This design comes from an exercise in tuning for small area on the open sky130 flow, not from production work. Where RTL was checked, it was by simulation tests only, not by an equivalence proof against the original.

run 1:
==> flow/design.v (excerpt) <==
module top #(parameter N = 4) (
  input  wire           clk  ,
  input  wire           rst  ,
  input  wire           start,
  input  wire [8*N-1:0] a_in ,
  input  wire [8*N-1:0] w_in ,
  output wire [8*N-1:0] y_out,
  output wire           ready,
  output wire           done
);
  Array dut (
    .clk  (clk  ),
    .rst  (rst  ),
    .start(start),
    .a_in (a_in ),
    .w_in (w_in ),
    .y_out(y_out),
    .ready(ready),
    .done (done )
  );
endmodule
Size: ~300 flip-flops, ~100 I/O pins, ~17000 µm² of cells after synthesis.
==> flow/config.mk <==
export PLATFORM = sky130hd
export DESIGN_NAME = top
export DESIGN_NICKNAME = top
export VERILOG_FILES = /design/flow/design.v
export SDC_FILE = /design/flow/constraint.sdc
export NUM_CORES = 4
export LEC_CHECK = 0
export CAP_MARGIN = 20
export CORE_MARGIN = 2
export CORE_UTILIZATION = 75
export CTS_CLUSTER_DIAMETER = 120
export CTS_CLUSTER_SIZE = 26
export SLEW_MARGIN = 20
export SYNTH_HIERARCHICAL = 1
==> flow/constraint.sdc <==
create_clock -name core_clock -period 5.0 [get_ports {clk}]
set_input_delay 1.0000 -clock core_clock [delete_from_list [all_inputs] [get_ports {clk}]]
set_output_delay 1.0000 -clock core_clock [all_outputs]
set_load 0.01 [all_outputs]
standard.sh (not shown) runs the stock make flow with config.mk's settings and CLKGATE_MAP_FILE= SYNTH_SCRIPT=/design/flow/synth_recipe.tcl, a recipe that flattens the netlist after the stock synthesis.
==> flow/flow/run.sh <==
#!/bin/bash
# The standard layout, with the port buffers made from the smallest buffer.
set -euo pipefail
export BUFFER_PORTS_ARGS="-buffer_cell sky130_fd_sc_hd__buf_1"
bash standard.sh > standard.log 2>&1
Run 1 | stages: all done | timing, DRC, antenna: all pass
Here is what was changed in the inputs of run 3 compared with run 1.
Settings: CTS_CLUSTER_DIAMETER now 100, was 120; CTS_CLUSTER_SIZE now 22, was 26; CORE_UTILIZATION now 65, was 75.
## What came out
Area inside the core boundary (run 3 vs. run 1) increases by more than 10%. Against run 1, run 3 reports a number of buffers created by CTS that is higher. Run 3 gives more maximum cell stage delay along the critical path than run 1 did. Run comparison: run 3 highest metal layer with signal wires met4; run 1 highest metal layer with signal wires met5. Run 3 ended up with dut.s3[7]$_DFF_P_ as its capture point of the critical path; run 1 ended up with dut.s0[7]$_DFF_P_. Worst max-slew margin expressed relative to the limit, run 1 and run 3: higher on run 3. [compare] base=run 1 new=run 3: wire length lower; highest clock frequency the design can meet higher; utilization lower.

Setup of run A:
Another version of the RTL of top (not shown whole).
Size in the first run: ~100 I/O pins.
export LEC_CHECK = 0
export CAP_MARGIN = 5
export CORE_MARGIN = 2
export CORE_UTILIZATION = 70
export CTS_CLUSTER_DIAMETER = 120
export CTS_CLUSTER_SIZE = 26
export SLEW_MARGIN = 5
export SYNTH_HIERARCHICAL = 1
create_clock -name core_clock -period 5.0 [get_ports {clk}]
==> flow/flow/run.sh <==
#!/bin/bash
# The standard layout, with the port buffers made from the smallest buffer,
# and gates off the critical paths downsized at global routing.
set -euo pipefail
export BUFFER_PORTS_ARGS="-buffer_cell sky130_fd_sc_hd__buf_1"
export RECOVER_POWER=100
bash standard.sh > standard.log 2>&1
Run A: complete, dirty (max-capacitance violations, max-slew violations)
Edits applied to the flow inputs when going from run A to run E:
- CAP_MARGIN now 20, was 5
- SLEW_MARGIN now 20, was 5
Notes after the runs:
Run E ran in full, but the layout does not pass; the checks complain about max-capacitance violations, max-slew violations.
Comparing run A against run E, there is no change at all in fmax.
Run E -> run A: overall global routing resource usage delta 0, exact match
Reported for run A and run E, number of buffers and inverters on the critical path turned out identical to the last digit.
Re placeable core area: no difference whatsoever between run E and run A.
Diff run A..run E | final critical-path setup slack | unchanged
Diff run A -> run E: non-clock buffer count essentially unchanged, routed wire length comparable.
As far as via count is concerned, run A and run E perform about the same.
Function was not checked in any run of this note: the RTL went through the layout flow alone.

== fjord ==
Another version of the RTL of top (not shown whole).
For scale: about 1700 cells after synthesis, roughly 300 flip-flops, ~100 I/O pins, ~21000 µm² of cells after synthesis.
==> flow/design.v (excerpt) <==
module top #(parameter N = 4) (
  input  wire           clk  ,
  input  wire           rst  ,
  input  wire           start,
  input  wire [8*N-1:0] a_in ,
  input  wire [8*N-1:0] w_in ,
  output wire [8*N-1:0] y_out,
  output wire           ready,
  output wire           done
);
  Array dut (
    .clk  (clk  ),
    .rst  (rst  ),
    .start(start),
    .a_in (a_in ),
    .w_in (w_in ),
    .y_out(y_out),
    .ready(ready),
    .done (done )
  );
endmodule
==> flow/config.mk <==
export PLATFORM = sky130hd
export DESIGN_NAME = top
export DESIGN_NICKNAME = top
export VERILOG_FILES = /design/flow/design.v
export SDC_FILE = /design/flow/constraint.sdc
export NUM_CORES = 4
export LEC_CHECK = 0
export CAP_MARGIN = 20
export CORE_MARGIN = 2
export CORE_UTILIZATION = 55
export CTS_CLUSTER_DIAMETER = 100
export CTS_CLUSTER_SIZE = 22
export SLEW_MARGIN = 20
export SYNTH_HIERARCHICAL = 1
==> flow/constraint.sdc <==
create_clock -name core_clock -period 5.0 [get_ports {clk}]
set_input_delay 1.0000 -clock core_clock [delete_from_list [all_inputs] [get_ports {clk}]]
set_output_delay 1.0000 -clock core_clock [all_outputs]
set_load 0.01 [all_outputs]
==> flow/flow/run.sh <==
#!/bin/bash
# The standard layout, with the port buffers made from the smallest buffer.
set -euo pipefail
export BUFFER_PORTS_ARGS="-buffer_cell sky130_fd_sc_hd__buf_1"
bash standard.sh > standard.log 2>&1
The following lists how juniper was set up differently from fjord:
# fjord
export LEC_CHECK = 0
export CAP_MARGIN = 20
export CORE_MARGIN = 2
export CORE_UTILIZATION = 55
export CTS_CLUSTER_DIAMETER = 100
export CTS_CLUSTER_SIZE = 22
export SLEW_MARGIN = 20
export SYNTH_HIERARCHICAL = 1
create_clock -name core_clock -period 5.0 [get_ports {clk}]
# juniper
export LEC_CHECK = 0
export CAP_MARGIN = 20
export CORE_MARGIN = 2
export CORE_UTILIZATION = 55
export SLEW_MARGIN = 20
export SYNTH_HIERARCHICAL = 1
create_clock -name core_clock -period 5.0 [get_ports {clk}]
==> flow/run.sh (new file) <==
#!/bin/bash
# synth_recipe.tcl (not shown) runs the flow's synth.tcl, then flattens the netlist and writes it again
# the make line also repeats each setting of config.mk as NAME=value (left out here)
make -C /OpenROAD-flow-scripts/flow DESIGN_CONFIG=/design/flow/config.mk WORK_HOME=/design/flow/orfs CLKGATE_MAP_FILE= SYNTH_SCRIPT=/design/flow/synth_recipe.tcl finish
removed: flow/flow/run.sh
removed: flow/standard.sh
Results
[compare] base=fjord new=juniper: worst hold slack across all endpoints decreased by 0.0043 ns relative to the old numbers; area occupied by multi-input gates roughly the same. juniper: instance area at placement higher than fjord. In juniper, the fraction of area in multi-input gates came out 2.8 points below the value in fjord. Compared juniper vs fjord, and time the final worst path needs with I/O delays and setup is up in juniper. On global-route usage, the higher figure sits with juniper, not fjord.
What nickel does differently from juniper at the input level:
# juniper
export LEC_CHECK = 0
export CAP_MARGIN = 20
export CORE_MARGIN = 2
export CORE_UTILIZATION = 55
export SLEW_MARGIN = 20
export SYNTH_HIERARCHICAL = 1
create_clock -name core_clock -period 5.0 [get_ports {clk}]
# nickel
export LEC_CHECK = 0
export CAP_MARGIN = 20
export CORE_MARGIN = 2
export CORE_UTILIZATION = 55
export CTS_CLUSTER_DIAMETER = 100
export CTS_CLUSTER_SIZE = 22
export SLEW_MARGIN = 20
export SYNTH_HIERARCHICAL = 1
create_clock -name core_clock -period 5.0 [get_ports {clk}]
==> run summary <==
Compared with juniper, placement density in the core of nickel is lower.
Changes observed in nickel relative to juniper: area enclosed by the die boundary flat, routed wire length on met3 moved down.
Number of search-and-repair iterations in the first detailed-routing pass was lower in juniper than in nickel.
Input changes introduced in indigo (baseline for comparison: nickel):
# nickel
export LEC_CHECK = 0
export CAP_MARGIN = 20
export CORE_MARGIN = 2
export CORE_UTILIZATION = 55
export CTS_CLUSTER_DIAMETER = 100
export CTS_CLUSTER_SIZE = 22
export SLEW_MARGIN = 20
export SYNTH_HIERARCHICAL = 1
create_clock -name core_clock -period 5.0 [get_ports {clk}]
# indigo
export LEC_CHECK = 0
export CAP_MARGIN = 20
export CORE_MARGIN = 2
export CORE_UTILIZATION = 55
export SLEW_MARGIN = 20
export SYNTH_HIERARCHICAL = 1
create_clock -name core_clock -period 5.0 [get_ports {clk}]
==> flow/flow/run.sh (new file) <==
#!/bin/bash
# The standard layout, with the port buffers made from the smallest buffer.
set -euo pipefail
export BUFFER_PORTS_ARGS="-buffer_cell sky130_fd_sc_hd__buf_1"
bash standard.sh > standard.log 2>&1
==> flow/standard.sh (new file) <==
#!/bin/bash
# synth_recipe.tcl (not shown) runs the flow's synth.tcl, then flattens the netlist and writes it again
# the make line also repeats each setting of config.mk as NAME=value (left out here)
make -C /OpenROAD-flow-scripts/flow DESIGN_CONFIG=/design/flow/config.mk WORK_HOME=/design/flow/orfs CLKGATE_MAP_FILE= SYNTH_SCRIPT=/design/flow/synth_recipe.tcl "${@:-finish}"
removed: flow/run.sh
--- outcome ---
- Summary of indigo over nickel: hold slack saw a decrease; proportion of layout cells with a drive suffix above 1 increased 1.2 points; setup slack after layout grew by 0.031 ns.
- In summary, indigo completed successfully, with a layout that passed the timing, DRC and antenna checks.
- indigo and nickel ended up with roughly the same maximum clock path buffer count.
- Diff nickel -> indigo: final period utilization lower.
- Run comparison: indigo timing startpoint of the critical path dut.a2d2[6]; nickel timing startpoint of the critical path dut.a1d3[0]
Function was not checked in any run of this note: the RTL went through the layout flow alone.

-- what the ideal ports hide --
The flow's constraints put no driver on any port. The routed layouts listed below were extracted and timed again, unchanged, in two steps. Step 1 (the two cells are an assumption about what drives the block):
set clk [get_ports {clk}]
set_driving_cell -lib_cell sky130_fd_sc_hd__clkbuf_16 $clk
set_driving_cell -lib_cell sky130_fd_sc_hd__buf_2 [delete_from_list [all_inputs] $clk]
Step 2 moves the port delays by t, midway between the first and last clock arrival at a register: inputs arrive t later, outputs are due t later. That takes back most of the time a late clock gives input paths. Three values: ideal, step 1, step 2; two values: the first two.
run | shift t [ns] | setup slack, ns | worst setup path after step 2 | worst data-port slew with drivers (ns)
run 1 | 0.544 | 0.188 / 0.188 / 0.188 | register to register | 0.04
run 3 | 0.553 | 0.288 / 0.288 / 0.288 | register to register | 0.03
run A | 0.558 | 0.202 / 0.202 / 0.202 | register to register | 0.04
run E | 0.558 | 0.202 / 0.202 / 0.202 | register to register | 0.04
fjord | 0.605 | 0.147 / 0.147 / 0.147 | register to register | 0.05
juniper | 0.615 | 0.123 / 0.123 / 0.123 | register to register | 0.04
nickel | 0.592 | 0.104 / 0.104 / 0.104 | register to register | 0.05
indigo | 0.593 | 0.134 / 0.134 / 0.134 | register to register | 0.05
